From an optimization exercise on the open Yosys and OpenROAD flow, aimed at a short achievable clock period and few clock cycles; shortcuts taken in it are not production practice. Function not checked in this run: the RTL went through the layout flow alone. No activity file was given, so power comes from the tool's default toggle rates.

<file path="flow/flow/run.sh">
#!/bin/bash
set -euo pipefail
bash standard.sh SETUP_SLACK_MARGIN=5.6 finish > standard.log 2>&1
</file>
<file path="flow/standard.sh">
#!/bin/bash
# synth_recipe.tcl (not shown) runs the flow's synth.tcl, then flattens the netlist and writes it again
# the make line also repeats each setting of config.mk as NAME=value (left out here)
make -C /OpenROAD-flow-scripts/flow DESIGN_CONFIG=/design/flow/config.mk WORK_HOME=/design/flow/orfs CLKGATE_MAP_FILE= SYNTH_SCRIPT=/design/flow/synth_recipe.tcl "${@:-finish}"
</file>
<file path="flow/config.mk">
export PLATFORM = sky130hd
export DESIGN_NAME = cpu
export DESIGN_NICKNAME = cpu
export VERILOG_FILES = /design/flow/design.v
export SDC_FILE = /design/flow/constraint.sdc
export NUM_CORES = 4
export LEC_CHECK = 0
export CAP_MARGIN = 40
export CORE_MARGIN = 2
export CORE_UTILIZATION = 40
export PLACE_DENSITY = 0.6
export SETUP_SLACK_MARGIN = 5
export SLEW_MARGIN = 40
export TNS_END_PERCENT = 100
</file>
<file path="flow/constraint.sdc">
create_clock -name core_clock -period 8.0 [get_ports {clk}]
set_input_delay 1.6000 -clock core_clock [delete_from_list [all_inputs] [get_ports {clk}]]
set_output_delay 1.6000 -clock core_clock [all_outputs]
set_load 0.01 [all_outputs]
</file>
<file path="flow/design.v">
`timescale 1ns / 1ps
`timescale 1ns / 1ps
`timescale 1ns / 1ps
`timescale 1ns / 1ps
`timescale 1ns / 1ps
`timescale 1ns / 1ps
`timescale 1ns / 1ps
`timescale 1ns / 1ps
`timescale 1ns / 1ps
`default_nettype none
module cpu (
    input  wire        clk,
    input  wire        rst_n,
    output wire [15:0] imem_addr,
    input  wire [7:0]  imem_data,
    output wire [15:0] dmem_addr,
    input  wire [7:0]  dmem_rd_data,
    output wire [7:0]  dmem_wr_data,
    output wire        dmem_wr_en
);
    reg  [15:0] rf [1:15];
    reg         fV, fC;
    reg  [7:0]  fres;            
    reg         fvalid;          
    wire        fZ = fvalid & (fres == 8'h00);
    wire        fN = fres[7];
    wire        fO = ^fres;
    reg  [15:0] mar;
    reg  [15:0] stk [0:15];
    reg  [3:0]  sp;
    reg  [15:0] tos;             
    reg         s_rv0, s_rv1, s_op, s_b1, s_b2, s_b3;
    reg  [15:0] fa;              
    reg  [15:0] ia_x;            
    reg  [7:0]  op;              
    reg  [7:0]  w1;              
    reg  [7:0]  vlo;             
    assign imem_addr = ia_x ^ 16'hFFFC;
    wire [7:0]  b  = imem_data;
    wire [7:0]  md = dmem_rd_data;
    wire [15:0] p1 = fa + 16'd1;
    wire [15:0] p2 = {fa[15:1] + 15'd1, fa[0]};
    function [15:0] rsel;
        input [3:0] idx;
        input [239:0] regs;      
        integer k;
        begin
            rsel = 16'h0000;
            for (k = 1; k < 16; k = k + 1)
                rsel = rsel | (regs[(k-1)*16 +: 16] & {16{idx == k}});
        end
    endfunction
    wire [239:0] rflat;
    genvar gi;
    generate
        for (gi = 1; gi < 16; gi = gi + 1) begin : g_rf
            assign rflat[(gi-1)*16 +: 16] = rf[gi];
        end
    endgenerate
    wire [15:0] r_52 = rsel(b[5:2], rflat);
    wire [15:0] r_74 = rsel(b[7:4], rflat);
    wire [7:0]  r_30 = rsel(b[3:0], rflat);
    wire o_arith = (op <= 8'h09) || (op >= 8'h3F);    
    wire o_unary = (op >= 8'h0A) && (op <= 8'h25);    
    wire o_jump  = ((op >= 8'h26) && (op <= 8'h2C)) ||
                   ((op >= 8'h38) && (op <= 8'h3A));
    wire o_mov   = (op == 8'h2D);
    wire o_lmar  = (op == 8'h2E);
    wire o_smar  = (op == 8'h2F);
    wire o_load  = (op == 8'h30);
    wire o_stor  = (op == 8'h31);
    wire o_push  = (op == 8'h3B);
    wire o_pop   = (op == 8'h3C);
    wire o_call  = (op == 8'h3D);
    wire o_comp  = (op >= 8'h34) && (op <= 8'h37);
    wire o_djn   = (op == 8'h35);
    wire o_std3  = o_arith | o_unary | o_mov | o_lmar;
    wire o_two   = ~o_std3 & ~o_comp;
    wire b_imar  = (b == 8'h32);
    wire b_dmar  = (b == 8'h33);
    wire b_ret   = (b == 8'h3E);
    wire [1:0] bmode = b[7:6];       
    wire [1:0] mode  = w1[7:6];      
    wire need_w2 = o_lmar |
                   (o_mov   & (bmode != 2'b11)) |
                   (o_arith & (bmode != 2'b11)) |
                   (o_unary & (bmode == 2'b00));
    wire djn_skip = o_djn & (bmode != 2'b10);
    reg jcond;
    always @(*) begin
        case (op)
            8'h26: jcond = 1'b1;
            8'h27: jcond = fZ;
            8'h28: jcond = fN;
            8'h29: jcond = ~fZ & ~fN;
            8'h2A: jcond = fV;
            8'h2B: jcond = fC;
            8'h2C: jcond = fO;
            8'h38: jcond = ~fZ;
            8'h39: jcond = (fN == fV);
            8'h3A: jcond = (fN != fV) | fZ;
            8'h3D: jcond = 1'b1;
            default:  jcond = 1'b0;
        endcase
    end
    reg  [7:0]  A, B;
    reg  [3:0]  xrd;
    reg  [15:0] d16;             
    reg  [7:0]  wd;              
    reg         x_alu;           
    reg         x_we;            
    reg         x_passa;         
    reg         x_passb;         
    reg         x_sub;
    reg         x_ci;            
    reg  [2:0]  x_sel;           
    reg  [2:0]  x_sh;
    reg  [4:0]  x_bm;
    reg         x_sle;           
    reg         x_mar_ld, x_imar, x_dmar;
    reg         x_push, x_pop, x_popw;
    reg         x_stor;
    reg         c_we, c_sub;
    reg  [1:0]  c_cm;
    reg  [2:0]  c_sel;
    always @(*) begin
        c_we = 1'b0; c_sub = 1'b0; c_cm = 2'd0; c_sel = 3'd0;
        case (op)
            8'h00: begin c_we = 1'b1; end
            8'h01: begin c_we = 1'b1; c_cm = 2'd2; end
            8'h02: begin c_we = 1'b1; c_sub = 1'b1; c_cm = 2'd1; end
            8'h03: begin c_we = 1'b1; c_sub = 1'b1; c_cm = 2'd3; end
            8'h04: begin c_we = 1'b1; c_sel = 3'd1; end
            8'h05:  begin c_we = 1'b1; c_sel = 3'd2; end
            8'h06: begin c_we = 1'b1; c_sel = 3'd3; end
            8'h07: begin c_we = 1'b1; c_sel = 3'd4; end
            8'h08: begin c_we = 1'b1; c_sel = 3'd5; end
            8'h09: begin c_sub = 1'b1; c_cm = 2'd1; end
            8'h34: begin c_we = 1'b1; end
            8'h35: begin c_we = 1'b1; c_sub = 1'b1; c_cm = 2'd1; end
            8'h36: begin c_we = 1'b1; c_sub = 1'b1; c_cm = 2'd1; end
            8'h37: begin c_we = 1'b1; c_sub = 1'b1; c_cm = 2'd1; end
            default: begin
                if (o_unary) begin
                    c_we  = 1'b1;
                    c_sel = (op <= 8'h11) ? 3'd6 : 3'd7;
                end
            end
        endcase
    end
    wire c_ci = (c_cm == 2'd0) ? 1'b0 :
                (c_cm == 2'd1) ? 1'b1 :
                (c_cm == 2'd2) ? fC : ~fC;
    wire [7:0] bx = B ^ {8{x_sub}};
    wire [7:0] g  = A & bx;
    wire [7:0] pp = A ^ bx;
    reg [7:0] G0, P0, G1, P1, G2, P2, G3;
    integer q;
    always @(*) begin
        G0 = g; P0 = pp;
        G0[0] = g[0] | (pp[0] & x_ci);
        for (q = 0; q < 8; q = q + 1) begin
            G1[q] = G0[q]; P1[q] = P0[q];
            if (q >= 1) begin
                G1[q] = G0[q] | (P0[q] & G0[q-1]);
                P1[q] = P0[q] & P0[q-1];
            end
        end
        for (q = 0; q < 8; q = q + 1) begin
            G2[q] = G1[q]; P2[q] = P1[q];
            if (q >= 2) begin
                G2[q] = G1[q] | (P1[q] & G1[q-2]);
                P2[q] = P1[q] & P1[q-2];
            end
        end
        for (q = 0; q < 8; q = q + 1) begin
            G3[q] = G2[q];
            if (q >= 4)
                G3[q] = G2[q] | (P2[q] & G2[q-4]);
        end
    end
    wire [8:0] cy = {G3, x_ci};
    wire [7:0] sum   = pp ^ cy[7:0];
    wire       add_c = cy[8] ^ x_sub;
    wire       add_v = (A[7] == bx[7]) & (sum[7] != A[7]);
    wire [7:0] zt    = {A[6:0] | bx[6:0], x_ci};
    wire       add_z = ~|(pp ^ zt);
    wire       sh_right = x_sh[2];
    wire       sh_out   = sh_right ? A[0] : A[7];
    reg        sh_in;
    always @(*) begin
        case (x_sh[1:0])
            2'd0: sh_in = sh_out;
            2'd1: sh_in = 1'b1;
            2'd2: sh_in = 1'b0;
            default: sh_in = ~sh_out;
        endcase
    end
    wire [7:0] sh_r = sh_right ? {sh_in, A[7:1]} : {A[6:0], sh_in};
    reg [7:0] bm_r;
    always @(*) begin
        case (x_bm)
            5'h00: bm_r = A ^ 8'hFF;
            5'h01: bm_r = A ^ 8'hF0;
            5'h02: bm_r = A ^ 8'h0F;
            5'h03: bm_r = A ^ 8'hAA;
            5'h04: bm_r = A ^ 8'h55;
            5'h05: bm_r = A ^ 8'hA0;
            5'h06: bm_r = A ^ 8'h50;
            5'h07: bm_r = A ^ 8'h0A;
            5'h08: bm_r = A ^ 8'h05;
            5'h09: bm_r = A ^ 8'h01;
            5'h0A: bm_r = A ^ 8'h80;
            5'h0B: bm_r = {A[0], A[1], A[2], A[3], A[4], A[5], A[6], A[7]};
            5'h0C: bm_r = {A[7], A[6], A[5], A[4], A[0], A[1], A[2], A[3]};
            5'h0D: bm_r = {A[4], A[5], A[6], A[7], A[3], A[2], A[1], A[0]};
            5'h0E: bm_r = {A[1], A[6], A[3], A[4], A[5], A[2], A[7], A[0]};
            5'h0F: bm_r = {A[7], A[0], A[5], A[2], A[3], A[4], A[1], A[6]};
            5'h10: bm_r = {A[7], A[6], A[5], A[4], A[1], A[2], A[3], A[0]};
            5'h11: bm_r = {A[5], A[6], A[7], A[4], A[3], A[2], A[1], A[0]};
            5'h12: bm_r = {A[7], A[6], A[5], A[4], A[3], A[0], A[1], A[2]};
            5'h13: bm_r = {A[7], A[4], A[5], A[6], A[3], A[2], A[1], A[0]};
            default: bm_r = A;
        endcase
    end
    reg [7:0] oth;               
    reg       oth_c;
    always @(*) begin
        oth_c = 1'b0;
        case (x_sel)
            3'd1: oth = A & B;
            3'd2: oth = A | B;
            3'd3: oth = ~(A | B);
            3'd4: oth = ~(A & B);
            3'd5: oth = A ^ B;
            3'd6: begin oth = sh_r; oth_c = sh_out; end
            default: oth = bm_r;
        endcase
        if (x_passa) oth = A;
        if (x_passb) oth = B;
        if (x_popw)  oth = tos[7:0];
    end
    wire       x_add = (x_sel == 3'd0) & ~x_passa & ~x_passb & ~x_popw;
    wire [7:0] res   = x_add ? sum : oth;
    wire       res_c = x_add ? add_c : oth_c;
    wire       res_v = x_add & add_v;
    wire ccond = ~x_sle & ~add_z;
    wire sle_t = x_sle & (sum[7] | add_z);
    reg         sle_pend;
    reg  [15:0] jt_sle;
    wire [15:0] tos_d = (s_rv0 | s_rv1) ? stk[4'd1] :
                        x_push          ? d16 :
                        x_pop           ? stk[sp + 4'd2] : tos;
    assign dmem_addr    = mar;
    assign dmem_wr_en   = x_stor;
    assign dmem_wr_data = wd;
    wire s_opv   = s_op & ~sle_pend;     
    wire sel_vec = s_rv1;
    wire sel_r52 = s_b1 & ((o_jump | o_call) & jcond);
    wire sel_r74 = s_b3 & ccond;
    wire sel_tos = s_opv & b_ret;
    wire sel_p2  = (s_opv & (b_imar | b_dmar)) |
                   (s_b1 & o_std3 & ~need_w2) |
                   (s_b1 & o_comp & djn_skip);
    wire sel_p1  = ~(sel_vec | sel_r52 | sel_r74 | sel_tos | sel_p2 | sle_pend);
    wire [15:0] fa_o = ({16{sel_vec}}  & {b, vlo}) |
                       ({16{sle_pend}} & jt_sle) |
                       ({16{sel_tos}}  & tos_d) |
                       ({16{sel_p2}}   & p2) |
                       ({16{sel_p1}}   & p1);
    wire [15:0] fa_d = ({16{sel_r52}} & r_52) |
                       ({16{sel_r74}} & r_74) |
                       fa_o;
    always @(posedge clk or negedge rst_n) begin
        if (!rst_n) begin
            fa   <= 16'hFFFC;
            ia_x <= 16'h0000;
            sle_pend <= 1'b0;
            jt_sle   <= 16'h0000;
        end else begin
            fa   <= fa_d;
            sle_pend <= s_b3 & sle_t;
            jt_sle   <= r_74;
            ia_x <= fa_d ^ 16'hFFFC;
        end
    end
    wire b_m11  = (bmode == 2'b11);
    wire selA52 = s_b1 & ~o_comp;
    wire selA74 = (s_b1 & o_comp) |
                  (s_b2 & o_comp & ~o_djn & (mode != 2'b00)) |
                  (s_b2 & ~o_comp & (o_mov | (mode == 2'b00)));
    wire selAh  = ~(selA52 | selA74);
    wire [7:0] A_d = ({8{selA52}} & r_52[7:0]) |
                     ({8{selA74}} & r_74[7:0]) |
                     ({8{selAh}}  & A);
    wire selB30 = (s_b1 & o_comp & ~o_djn & ~b_m11) |
                  (s_b2 & o_std3 & (mode != 2'b10));
    wire selB1  = s_b1 & o_comp & o_djn & ~b_m11;
    wire selBmd = s_b1 & ~(o_comp & ~b_m11);
    wire selBb  = s_b2 & (mode == 2'b10);
    wire selBh  = ~(selB30 | selB1 | selBmd | selBb);
    wire [7:0] B_d = ({8{selB30}} & r_30) |
                     {7'd0, selB1} |
                     ({8{selBmd}} & md) |
                     ({8{selBb}}  & b) |
                     ({8{selBh}}  & B);
    always @(posedge clk or negedge rst_n) begin
        if (!rst_n) begin
            s_rv0 <= 1'b1; s_rv1 <= 1'b0; s_op <= 1'b0;
            s_b1  <= 1'b0; s_b2  <= 1'b0; s_b3 <= 1'b0;
            op    <= 8'h00;
            w1    <= 8'h00;
            vlo   <= 8'h00;
            A     <= 8'h00;
            B     <= 8'h00;
            xrd   <= 4'h0;
            d16   <= 16'h0000;
            wd    <= 8'h00;
            x_alu <= 1'b0; x_we <= 1'b0; x_passa <= 1'b0; x_passb <= 1'b0;
            x_sub <= 1'b0; x_ci <= 1'b0; x_sel <= 3'd0; x_sh <= 3'd0; x_bm <= 5'd0;
            x_sle <= 1'b0;
            x_mar_ld <= 1'b0; x_imar <= 1'b0; x_dmar <= 1'b0;
            x_push <= 1'b0; x_pop <= 1'b0; x_popw <= 1'b0; x_stor <= 1'b0;
        end else begin
            x_alu <= 1'b0; x_we <= 1'b0; x_passa <= 1'b0; x_passb <= 1'b0;
            x_mar_ld <= 1'b0; x_imar <= 1'b0; x_dmar <= 1'b0;
            x_push <= 1'b0; x_pop <= 1'b0; x_popw <= 1'b0; x_stor <= 1'b0;
            A <= A_d;
            B <= B_d;
            wd  <= r_52[7:0];                                    
            d16 <= s_b2 ? {w1, b} : (o_call ? p1 : r_52);        
            x_sub <= c_sub;
            x_ci  <= c_ci;
            x_sel <= c_sel;
            x_sh  <= op[2:0] - 3'd2;      
            x_bm  <= op[4:0] - 5'h12;     
            x_sle <= (op == 8'h36);
            if (s_rv0) begin
                vlo   <= b;
                s_rv0 <= 1'b0;
                s_rv1 <= 1'b1;
            end
            if (s_rv1) begin
                s_rv1 <= 1'b0;
                s_op  <= 1'b1;
            end
            if (s_opv) begin
                op <= b;
                if (b_imar | b_dmar) begin
                    x_imar <= b_imar;
                    x_dmar <= b_dmar;
                end else if (b_ret) begin
                    x_pop  <= 1'b1;
                end else begin
                    s_op <= 1'b0;
                    s_b1 <= 1'b1;
                end
            end
            if (s_b1) begin
                w1   <= b;
                s_b1 <= 1'b0;
                xrd  <= o_comp ? b[7:4] : b[5:2];
                if (o_std3) begin
                    if (need_w2) begin
                        s_b2 <= 1'b1;
                    end else begin
                        s_op    <= 1'b1;
                        x_alu   <= ~o_mov;
                        x_we    <= o_mov | c_we;
                        x_passb <= o_mov;
                    end
                end else if (o_comp) begin
                    if (djn_skip) begin
                        s_b3   <= 1'b1;
                        x_alu  <= 1'b1;
                        x_we   <= 1'b1;
                    end else begin
                        s_b2 <= 1'b1;
                    end
                end else begin
                    s_op     <= 1'b1;
                    x_mar_ld <= o_smar;
                    x_stor   <= o_stor;
                    x_push   <= o_push | o_call;
                    x_pop    <= o_pop;
                    x_popw   <= o_pop;
                    x_we     <= o_load;
                    x_passb  <= o_load;
                end
            end
            if (s_b2) begin
                s_b2 <= 1'b0;
                if (o_comp) begin
                    s_b3 <= 1'b1;
                    if (!o_djn) begin
                        xrd <= b[7:4];
                    end
                    x_alu  <= 1'b1;
                    x_we   <= 1'b1;
                end else begin
                    s_op <= 1'b1;
                    x_mar_ld <= o_lmar;
                    x_alu    <= ~o_mov & ~o_lmar;
                    x_we     <= o_mov | c_we;
                    x_passa  <= o_mov;
                end
            end
            if (s_b3) begin
                s_b3 <= 1'b0;
                s_op <= 1'b1;
            end
        end
    end
    always @(posedge clk or negedge rst_n) begin
        if (!rst_n) begin
            fV <= 1'b0; fC <= 1'b0; fres <= 8'h00; fvalid <= 1'b0;
            mar <= 16'h0000;
            sp  <= 4'h0;
        end else begin
            if (x_alu) begin
                fres   <= res;
                fvalid <= 1'b1;
                fC     <= res_c;
                fV     <= res_v;
            end
            if (x_mar_ld)
                mar <= d16;
            else if (x_imar)
                mar <= mar + 16'd1;
            else if (x_dmar)
                mar <= mar - 16'd1;
            if (x_push)
                sp <= sp - 4'd1;
            else if (x_pop)
                sp <= sp + 4'd1;
        end
    end
    integer i;
    always @(posedge clk or negedge rst_n) begin
        if (!rst_n) begin
            for (i = 1; i < 16; i = i + 1)
                rf[i] <= 16'h0000;
        end else begin
            for (i = 1; i < 16; i = i + 1) begin
                if ((x_we | x_popw) && xrd == i[3:0])
                    rf[i][7:0] <= res;
                if (x_popw && xrd == i[3:0])
                    rf[i][15:8] <= tos[15:8];
            end
        end
    end
    always @(posedge clk) begin
        if (x_push)
            stk[sp] <= d16;
    end
    always @(posedge clk) begin
        tos <= tos_d;
    end
endmodule
`default_nettype wire
</file>
==> impl_metrics.yaml <==
cts:
  clock_insertion_delay_worst_skew_ps: 690
  cts_buffers: 77
  clk_pin_slew_ps: 60
  clock-sinks: 686
  cts_root_buffer: "clkbuf_16"
  cts.hold.buffers_added: 0
  htreeDepth: 3
  cts_tree: "done"
  clk_path_buf_depth: 3
timing:
  max_slew_margin: 0.392
  setup_ws_ps: 4600
  holdWs_ps: 470
  worstMarginPinSlew_ps: 911
  skew_ps: 41.9
  clock.fmax_mhz: 294
  rsz0062_at_grt: "yes"
  hold_violations: 0
  setup_viol: 0
  fin_tns_setup_ps: 0
  post-route-min-period_ps: 3400
  fin_crit_sh: 0.425
  slew_violations: 0
placement:
  port_buffers: 58
  dp_slack_ps: 2950
  gp_congestion: 0.997
  dp_hpwl_um: 90800
global_route:
  grt_max_degree: 142
  track_usage: 0.327
  first_global_vias: 30800
  grt-ovfl-total: 0
  antenna_found_initial: 8
  grt_pass1_wl_um: 222000
finish:
  syn2layout_area_growth_pct: 37.3
  nets: 3745
  num_antenna_cells: 0
  multi_input_area_um2: 19600
  ff_latch_area_um2: 18500
  layout-drive-gt1-share: 0.428
  n_fill_cell: 7300
detailed_routing:
  routed-via-count: 32700
  viasPerCell: 6.68
  drc: 0
  drtIter0Drc: 4972
  first_pass_iters: 11
  ant_nets: 0
  wl_per_cell_um: 32.3
  drt_wl_total_um: 158000
setup_path:
  cp.buffers_inverters: 5
  cp.arrival_ps: 3990
  crit_fanout: 8
  cp.required_ps: 8590
  crit_type: "in -> reg"
  start_kind: "input port"
  cpMostUsedCell: "buf_6"
  critPathCaptureType: "flip-flop"
  max_stage_delay_ps: 430
  path_delay_family: "compound AO/OA/AOI/OAI gates"
  cp_cell_sequence: "buf_16 -> buf_12 -> buf_4 -> buf_6 -> nor4b_2 -> buf_6 -> a221oi_2 -> and3_4 -> nand3_4 -> a222oi_1 -> nand3_1 -> a31o_2"
  slowest_stage: "a222oi_1"
synth:
  synth_top_family_by_area: "compound AO/OA/AOI/OAI gates"
  syn_nets: 3288
  synth_compound_area_frac: 0.169
  ys_warn_count: 2
  synthSimpleGateAreaFrac: 0.114
  muxShareOfSynthArea: 0.131
  synth_top_cell_by_area: "dfrtp_1"
  yosysMostFrequentCell: "dfrtp_1"
  synth.top_cells.by_count: "dfrtp_1, nor2_1, edfxtp_1, a21oi_1, nand2_1"
  synth_area_leaders: "dfrtp_1, edfxtp_1, mux2_2"
  synth-main-ff-cell: "dfrtp_1"
  synth_cell_types: 103
  synth_edf_count: 256
  yosysSeqAreaShare: 0.509
  synth_top_area_frac: 0.276
  synth_area_per_cell_um2: 11.3
  synth_seq_cells: 686
  synth-async-reset-ratio: 0.603
  synth_xor_xnor_area_share: 0.0170
  netlist_area_um2: 36100
  yosys.area_share.adder: 0.0219
  synthCells: 3209
die:
  initial_core_util: 0.403
  dieArea_um2: 92800
  ios: 59
  fp.dieH_um: 305
  core_area_um2: 89700
  die_w_um: 305
  row_count: 110
run_status:
  outcome: "complete, no violations"
job:
  max_cap_viol_count: 0
pwr:
  powerDensity_nw_per_um2: 328
  power_leakage_nw: 19.9
  peakVddDrop_mv: 0.299
  total_power_mw: 16.3
min_path:
  hold_class: "reg -> reg"
-- final timing paths --
path	endpoint	start	cells after the start	slack, ps
worst max-delay path	fa[5]	imem_data[6]	12	4600
worst min-delay path	fvalid	fvalid	1	470
worst max register to register	rf[14][6]	x_sub	16	4720
worst min register to register	fvalid	fvalid	1	470
max in group asynchronous	x_bm[4]	rst_n	3	5930
min in group asynchronous	rf[3][7]	rst_n	1	830
-- sequential cells by signal, summed over array words and instances, names as in the netlist, 3 cells and up --
register / count
w1: 8
stk: 256
wd: 8
A: 8
ia_x: 16
jt_sle: 16
x_sel: 3
xrd: 4
fa: 14
op: 8
vlo: 8
x_bm: 5
d16: 16
fres: 8
B: 8
sp: 4
tos: 16
mar: 16
rf: 240
-- worst reg2reg max path: stages, from the launching register on --
cell and delay [ps]:
dfrtp_4 570, buf_6 150, buf_6 110, xor2_4 150, fa_2 400, inv_2 80, fa_2 230, nor2b_4 50
o21ai_2 100, nand2b_1 120, a21o_1 180, a21o_1 210, xor2_2 200, a2bb2oi_4 200, buf_6 140, buf_12 160
a21oi_1 90
-- cells in the final DEF, fill, tap and decap left out, types with 26 or more instances in the layout --
cell       instances
dfrtp_1          362
buf_4            298
edfxtp_1         256
nor2_1           212
nand2_1          202
mux2_2           168
buf_6            158
a21oi_1          105
a21oi_2          104
mux4_2            81
clkbuf_16         80
a22oi_1           71
o21ai_0           68
inv_1             59
mux2i_1           59
o21ai_1           54
a22o_1            54
buf_12            54
nand3_1           53
nor2_4            47
ha_1              42
xor2_1            35
a222oi_1          35
buf_16            33
a22oi_2           31
mux2_4            31
o22ai_1           29
buf_2             27
nor2b_1           26
nand4_1           26
-- metal layers --
metal  share of wire  vias to the layer above  GRT usage
li1                -                    13200          -
met1            0.39                    16400      0.441
met2            0.42                     2484      0.471
met3            0.12                      731      0.106
met4           0.066                       10      0.160
met5         0.00036                        -    0.00310
-- cell families after synthesis --
group	after synthesis
compound gates	878
other cells	1
flops	686
simple gates	844
fa+ha+maj	61
xor+xnor	70
buf+inv	323
mux	346
-- power breakdown --
group / internal (mW) / total (mW) / leakage (nW) / switching (mW)
Combinational: 3.26 / 7.14 / 10.7 / 3.89
Clock: 2.13 / 3.72 / 1.27 / 1.59
Sequential: 4.31 / 5.41 / 7.90 / 1.10
-- through the flow --
step / util / cells / cell area (um^2)
4_1_cts: 0.526 / 4787 / 47200
2_1_floorplan: - / 3209 / 37300
3_3_place_gp: 0.428 / 4267 / 38400
6_report: 0.553 / 4904 / 49600
5_1_grt: 0.553 / 4904 / 49600
3_5_place_dp: 0.431 / 4277 / 38600
-- area by class of cell --
class | count | share of cell area
clock buffer | 100 | 0.0426
clock inverter | 41 | 0.0108
inverter | 82 | 0.00792
multi-input combinational | 2204 | 0.395
sequential | 686 | 0.372
tap | 1176 | 0.0297
timing repair buffer | 613 | 0.141
timing repair inverter | 2 | 0.000933
-- timing repair --
action / in CTS / in global routing
buffers inserted: 332 / 111
resized for setup: 770 / 305
pin swaps: 239 / 200
endpoints found under the setup margin: 560 / 387
gates cloned: 37 / 4

[afterwards: timing with drivers on the ports]
How much do the figures lean on ideal ports? The routed layout below was timed once more, with nothing changed but the port constraints. Step 1 sets driving cells, clkbuf_16 on the clock port and buf_2 on the other inputs (assumed; they add their load-dependent delay and slew). Step 2 also shifts input and output timing later by t, the mid clock arrival at the registers, as if the neighbouring blocks saw the same clock. Three values: ideal ports, drivers, drivers and shift; two values: the first two.
shift t [ns]: 0.742
setup WS [ns]: 4.600 / 4.565 / 3.822
hold slack, ns: 0.470 / 0.470 / 0.470
worst setup path after step 2: input to register
pins driven straight from the clock port: 1
After both steps this run still meets setup and hold. For this run, drivers alone change the setup slack by -0.035 ns; drivers and shift together by -0.778 ns.
